Background: an optimization exercise with open tools, aiming at small area. Do not read the settings as production practice. In this exercise RTL edits were held to simulation tests only and were not proved equivalent to the original. Power and IR drop assume default switching activity.

## nickel
==> flow/design.v (excerpt) <==
module Main(clk,rst_n,i,o,Yin,Xout,segmentSelect,bitSelect_m);
    input clk,rst_n,i;
    input [3:0]Yin;
    output o;
    output [3:0]Xout;
    output [6:0]segmentSelect;
    output [3:0]bitSelect_m;
    wire tick,ce_kp,upd,exw,ex,rose,REV;
    wire [1:0]num;
    wire [3:0]kn;
    wire [7:0]D;
    TimeBase tb0(clk,rst_n,tick,num,ce_kp,upd,exw);
    assign Xout=~(4'b1000>>num);
    Keys k0(clk,rst_n,ce_kp,upd,num,Yin,rose,kn);
    assign ex=rose&exw;
    Sender s0(clk,rst_n,tick,upd,ex,kn,o);
    Receiver r0(clk,rst_n,tick,i,REV,D);
    Display d0(clk,rst_n,tick,REV,D,num,segmentSelect,bitSelect_m);
endmodule
Size: roughly 680 cells after synthesis, about 150 flip-flops, roughly 23 I/O pins, about 6800 sq um of cells after synthesis.
==> flow/config.mk <==
export PLATFORM = sky130hd
export DESIGN_NAME = Main
export DESIGN_NICKNAME = Main
export VERILOG_FILES = /design/flow/design.v
export SDC_FILE = /design/flow/constraint.sdc
export NUM_CORES = 4
export LEC_CHECK = 0
export ABC_AREA = 1
export CAP_MARGIN = 20
export CORE_MARGIN = 2
export CORE_UTILIZATION = 60
export CTS_BUF_LIST = sky130_fd_sc_hd__clkbuf_4
export SLEW_MARGIN = 20
==> flow/constraint.sdc <==
create_clock -name core_clock -period 10.0 [get_ports {clk}]
set_input_delay 2.0000 -clock core_clock [delete_from_list [all_inputs] [get_ports {clk}]]
set_output_delay 2.0000 -clock core_clock [all_outputs]
set_load 0.01 [all_outputs]
standard.sh (not shown) runs the stock make flow with config.mk's settings and CLKGATE_MAP_FILE= SYNTH_SCRIPT=/design/flow/synth_recipe.tcl, a recipe that flattens the netlist after the stock synthesis.
==> flow/flow/run.sh <==
#!/bin/bash
# The standard layout (bash standard.sh: the ORFS flow and synthesis,
# unchanged) with three changes to how the layout is made:
#  - port buffers are buf_1 cells (every input and output still gets one);
#  - clock tree synthesis uses clkbuf_4 and no dummy balancing loads;
#  - before detailed placement, lightly loaded logic cells (fanout <= 6) are
#    set to their smallest drive strength, and repair_design fixes any
#    slew or capacitance need that leaves (flow/down.tcl).
# Each step's full log is in orfs/logs/; make's output is in flow.log.
set -euo pipefail
here=$(pwd)
export BUFFER_PORTS_ARGS="-buffer_cell sky130_fd_sc_hd__buf_1"
export CTS_ARGS="-sink_clustering_enable -repair_clock_nets -buf_list sky130_fd_sc_hd__clkbuf_4 -dont_use_dummy_load"
export PRE_DETAIL_PLACE_TCL="$here/flow/down.tcl"
bash standard.sh > "$here/flow.log" 2>&1
test -s "$here/out/final.def"
==> flow/flow/down.tcl <==
# Downsize combinational cells to the smallest drive of their kind, then let
# repair_design fix any slew/cap/fanout need that creates.
set db [ord::get_db]
set lib_masters {}
foreach lib [$db getLibs] { foreach m [$lib getMasters] { dict set lib_masters [$m getName] $m } }
set dont [list]
if {[info exists ::env(DONT_USE_CELLS)]} { set dont $::env(DONT_USE_CELLS) }
set n 0
foreach inst [[ord::get_db_block] getInsts] {
  set m [$inst getMaster]
  set name [$m getName]
  if {![regexp {^(sky130_fd_sc_hd__[a-z0-9]+)_([0-9]+)$} $name -> base drv]} continue
  if {[regexp {__(df|edf|sdf|dl|clk|tap|fill|decap|conb|diode|lpflow|probe)} $name]} continue
  if {[$inst isFixed]} continue
  set fo 0
  foreach it [$inst getITerms] {
    if {[$it isOutputSignal] && [$it getNet] ne "NULL"} {
      set fo [expr {max($fo, [llength [[$it getNet] getITerms]] + [llength [[$it getNet] getBTerms]] - 1)}]
    }
  }
  if {$fo > 6} continue
  set best $name
  set barea [expr {[$m getWidth]*[$m getHeight]}]
  dict for {cand cm} $lib_masters {
    if {![regexp "^${base}_\[0-9\]+\$" $cand]} continue
    if {[lsearch -exact $dont $cand] >= 0} continue
    set a [expr {[$cm getWidth]*[$cm getHeight]}]
    if {$a < $barea} { set best $cand; set barea $a }
  }
  if {$best ne $name} {
    replace_cell [$inst getName] $best
    incr n
  }
}
puts "downsized $n cells"
estimate_parasitics -placement
repair_design
nickel went all the way through synthesis, placement and routing and the layout is clean on timing, DRC and antenna.
diff inputs: nickel => cedar
==> flow/run.sh (new file) <==
#!/bin/bash
# synth_recipe.tcl (not shown) runs the flow's synth.tcl, then flattens the netlist and writes it again
# the make line also repeats each setting of config.mk as NAME=value (left out here)
make -C /OpenROAD-flow-scripts/flow DESIGN_CONFIG=/design/flow/config.mk WORK_HOME=/design/flow/orfs CLKGATE_MAP_FILE= SYNTH_SCRIPT=/design/flow/synth_recipe.tcl finish
removed: flow/flow/run.sh
removed: flow/flow/down.tcl
removed: flow/standard.sh
### Flow results
- Cmp cedar vs nickel: share of post-route cells with drive strength above 1 higher in cedar
- Compared with nickel, cedar shows a final cell utilization of the core that is 3.0 points higher.
- Changes observed in cedar relative to nickel: leakage component of the power moved up; global-route wire length before repair moved up.
- Compared nickel against cedar; via count within noise.
- The run showing the greater worst setup slack is nickel.
- Compare nickel and cedar | wire length on met3 lower: cedar

-- afterwards: timing with drivers on the ports --
Ports are ideal in the flow. The routed layouts listed here were re-timed in OpenROAD.
Step 1 sets driving cells, clkbuf_16 on the clock port and buf_2 on the other inputs (assumed; they add their load-dependent delay and slew).
Step 2, shift: input delay + t, output delay - t, t = (earliest + latest rising clock arrival at the registers) / 2. This alone moves slack from input paths to output paths.
Three values: ideal ports, drivers, drivers and shift; two values: the first two.
run	shift t [ns]	slack for setup (ns)	hold WS [ns]	pins driven straight from the clock port
nickel	0.526	5.430 / 5.397 / 5.923	0.425 / 0.425 / 0.425	1
cedar	0.567	5.070 / 5.037 / 5.603	0.437 / 0.437 / 0.437	1
After both steps setup and hold are still met in every run listed.
